Context: an optimization exercise on an open-source flow, tuned for small area. The choices shown serve that exercise and are no tape-out recipe.
Where RTL was checked, it was by simulation tests only, not by an equivalence proof against the original.
Power and IR drop assume default switching activity. The flow treats the clock pin as an ideal source, which a real chip does not have.

== violet ==
==> module FIFO, before the edit <==
module FIFO #(
  parameter DEPTH   = 16,
  parameter DATA_W  = 32
)(
  input         wire              clk,
  input         wire              reset,
  input         wire              push_i,
  input         wire[DATA_W-1:0]  push_data_i,
  input         wire              pop_i,
  output        wire[DATA_W-1:0]  pop_data_o,
  output        wire              full_o,
  output        wire              empty_o
);
  logic [DATA_W-1:0] mem [16];   
  logic [4:0]        cnt;        
  logic              popped;     
  assign full_o  = cnt[4];
  assign empty_o = (cnt == 5'd0);
  wire push_ok = push_i & ~full_o;
  wire pop_ok  = pop_i & ~empty_o;
  wire up      = push_ok & ~pop_ok;
  wire down    = pop_ok & ~push_ok;
  logic [4:0] tog, ones, zeros;   
  always_comb begin
    ones[0]  = 1'b1;
    zeros[0] = 1'b1;
    for (int i = 1; i < 5; i++) begin
      ones[i]  = ones[i-1] & cnt[i-1];
      zeros[i] = zeros[i-1] & ~cnt[i-1];
    end
    tog = ({5{up}} & ones) | ({5{down}} & zeros);
  end
  always_ff @(posedge clk or posedge reset)
    if (reset) begin
      cnt    <= 5'd0;
      popped <= 1'b0;
    end else begin
      cnt    <= cnt ^ tog;
      popped <= pop_ok;
    end
  always_ff @(posedge clk)
    if (push_ok) begin
      mem[0] <= push_data_i;
      for (int i = 1; i < 16; i++)
        mem[i] <= mem[i-1];
    end
  logic [15:0] sel;
  always_comb
    for (int i = 0; i < 16; i++)
      sel[i] = popped & (cnt[3:0] == 4'(i));
  for (genvar b = 0; b < DATA_W; b++) begin : g_rd
    wire [5:0] t;
    wire       x;
    FIFO_aoi222 u_t0 (.a(sel[0]),  .b(mem[0][b]),  .c(sel[1]),  .d(mem[1][b]),  .e(sel[2]),  .f(mem[2][b]),  .y(t[0]));
    FIFO_aoi222 u_t1 (.a(sel[3]),  .b(mem[3][b]),  .c(sel[4]),  .d(mem[4][b]),  .e(sel[5]),  .f(mem[5][b]),  .y(t[1]));
    FIFO_aoi222 u_t2 (.a(sel[6]),  .b(mem[6][b]),  .c(sel[7]),  .d(mem[7][b]),  .e(sel[8]),  .f(mem[8][b]),  .y(t[2]));
    FIFO_aoi222 u_t3 (.a(sel[9]),  .b(mem[9][b]),  .c(sel[10]), .d(mem[10][b]), .e(sel[11]), .f(mem[11][b]), .y(t[3]));
    FIFO_aoi222 u_t4 (.a(sel[12]), .b(mem[12][b]), .c(sel[13]), .d(mem[13][b]), .e(sel[14]), .f(mem[14][b]), .y(t[4]));
    FIFO_nand2  u_t5 (.a(sel[15]), .b(mem[15][b]), .y(t[5]));
    FIFO_and3   u_x  (.a(t[0]), .b(t[1]), .c(t[2]), .y(x));
    FIFO_nand4  u_o  (.a(x), .b(t[3]), .c(t[4]), .d(t[5]), .y(pop_data_o[b]));
  end
endmodule
==> module FIFO_and3, before the edit <==
module FIFO_and3 (input wire a, b, c, output wire y);
  assign y = a & b & c;
endmodule
==> module FIFO_nand4, before the edit <==
module FIFO_nand4 (input wire a, b, c, d, output wire y);
  assign y = ~(a & b & c & d);
endmodule
==> flow/config.mk <==
export PLATFORM = sky130hd
export DESIGN_NAME = FIFO
export DESIGN_NICKNAME = FIFO
export VERILOG_FILES = /design/flow/design.v
export SDC_FILE = /design/flow/constraint.sdc
export NUM_CORES = 4
export LEC_CHECK = 0
export CAP_MARGIN = 5
export CORE_MARGIN = 2
export CORE_UTILIZATION = 80
export SLEW_MARGIN = 5
export SYNTH_HIERARCHICAL = 1
==> flow/constraint.sdc <==
create_clock -name core_clock -period 5.0 [get_ports {clk}]
set_input_delay 1.0000 -clock core_clock [delete_from_list [all_inputs] [get_ports {clk}]]
set_output_delay 1.0000 -clock core_clock [all_outputs]
set_load 0.01 [all_outputs]
standard.sh (not shown) runs the stock make flow with config.mk's settings and CLKGATE_MAP_FILE= SYNTH_SCRIPT=/design/flow/synth_recipe.tcl, a recipe that flattens the netlist after the stock synthesis.
==> flow/flow/run.sh <==
#!/bin/bash
set -e
export BUFFER_PORTS_ARGS="-buffer_cell sky130_fd_sc_hd__buf_1"
export CTS_ARGS="-sink_clustering_enable -repair_clock_nets -sink_clustering_size 32 -sink_clustering_max_diameter 100 -buf_list {sky130_fd_sc_hd__clkbuf_16} -root_buf sky130_fd_sc_hd__clkbuf_16 -dont_use_dummy_load"
bash standard.sh > standard.log 2>&1
#### Input delta (willow over violet)
-- flow/design.v --
<<< violet, line 58
    FIFO_aoi222 u_t4 (.a(sel[12]), .b(mem[12][b]), .c(sel[13]), .d(mem[13][b]), .e(sel[14]), .f(mem[14][b]), .y(t[4]));
    FIFO_nand2  u_t5 (.a(sel[15]), .b(mem[15][b]), .y(t[5]));
    FIFO_and3   u_x  (.a(t[0]), .b(t[1]), .c(t[2]), .y(x));
    FIFO_nand4  u_o  (.a(x), .b(t[3]), .c(t[4]), .d(t[5]), .y(pop_data_o[b]));
  end
endmodule
>>> willow, line 58
    FIFO_aoi222 u_t4 (.a(sel[12]), .b(mem[12][b]), .c(sel[13]), .d(mem[13][b]), .e(sel[14]), .f(mem[14][b]), .y(t[4]));
    FIFO_nand2  u_t5 (.a(sel[15]), .b(mem[15][b]), .y(t[5]));
    FIFO_nand3  u_x  (.a(t[0]), .b(t[1]), .c(t[2]), .y(x));
    FIFO_nand4b u_o  (.a_n(x), .b(t[3]), .c(t[4]), .d(t[5]), .y(pop_data_o[b]));
  end
endmodule
<<< violet, line 68
  assign y = ~(a & b);
endmodule
module FIFO_and3 (input wire a, b, c, output wire y);
  assign y = a & b & c;
endmodule
module FIFO_nand4 (input wire a, b, c, d, output wire y);
  assign y = ~(a & b & c & d);
endmodule
>>> willow, line 68
  assign y = ~(a & b);
endmodule
module FIFO_nand3 (input wire a, b, c, output wire y);
  assign y = ~(a & b & c);
endmodule
module FIFO_nand4b (input wire a_n, b, c, d, output wire y);
  assign y = ~(~a_n & b & c & d);
endmodule
==> comparison <==
- A startpoint of the worst setup timing path of cnt[3]$_DFF_PP0_ is what violet shows, while cnt[2]$_DFF_PP0_ belongs to willow.
- As far as die outline area is concerned, violet and willow perform about the same.
- Share of final-layout standard cells stronger than drive strength 1 ends up higher on violet.
- [compare] base=violet new=willow: clock tree skew after final layout shows no meaningful change; adder and majority cell fraction of the synthesized area about even; worst hold slack climbed 13 ps; final area comparable.
- In the tables for violet and willow, combinational share of power reads higher with violet.
- Static power due to leakage went up slightly going from violet to willow.
Function not checked in violet: the RTL went through the layout flow alone.

port drivers added, routing unchanged:
No port has a modelled driver above. Below, the same layouts with a new extraction and two added sets of constraints. Step 1 sets driving cells, clkbuf_16 on the clock port and buf_2 on the other inputs (assumed; they add their load-dependent delay and slew). Step 2 adds t to the input delays and takes it off the output delays; t is the mean of the earliest and latest rising clock arrival at the registers after step 1. Input paths then give back, and output paths get back, about the clock's delay inside the block. Three values: no drivers, after step 1, after step 2; two values: the first two.
run | t (ns) | setup WS [ns] | hold WS [ns]
violet | 0.577 | 0.677 / 0.628 / 1.205 | 0.332 / 0.310 / 0.394
willow | 0.575 | 0.761 / 0.714 / 1.289 | 0.345 / 0.320 / 0.404
After both steps setup and hold are still met in every run listed.
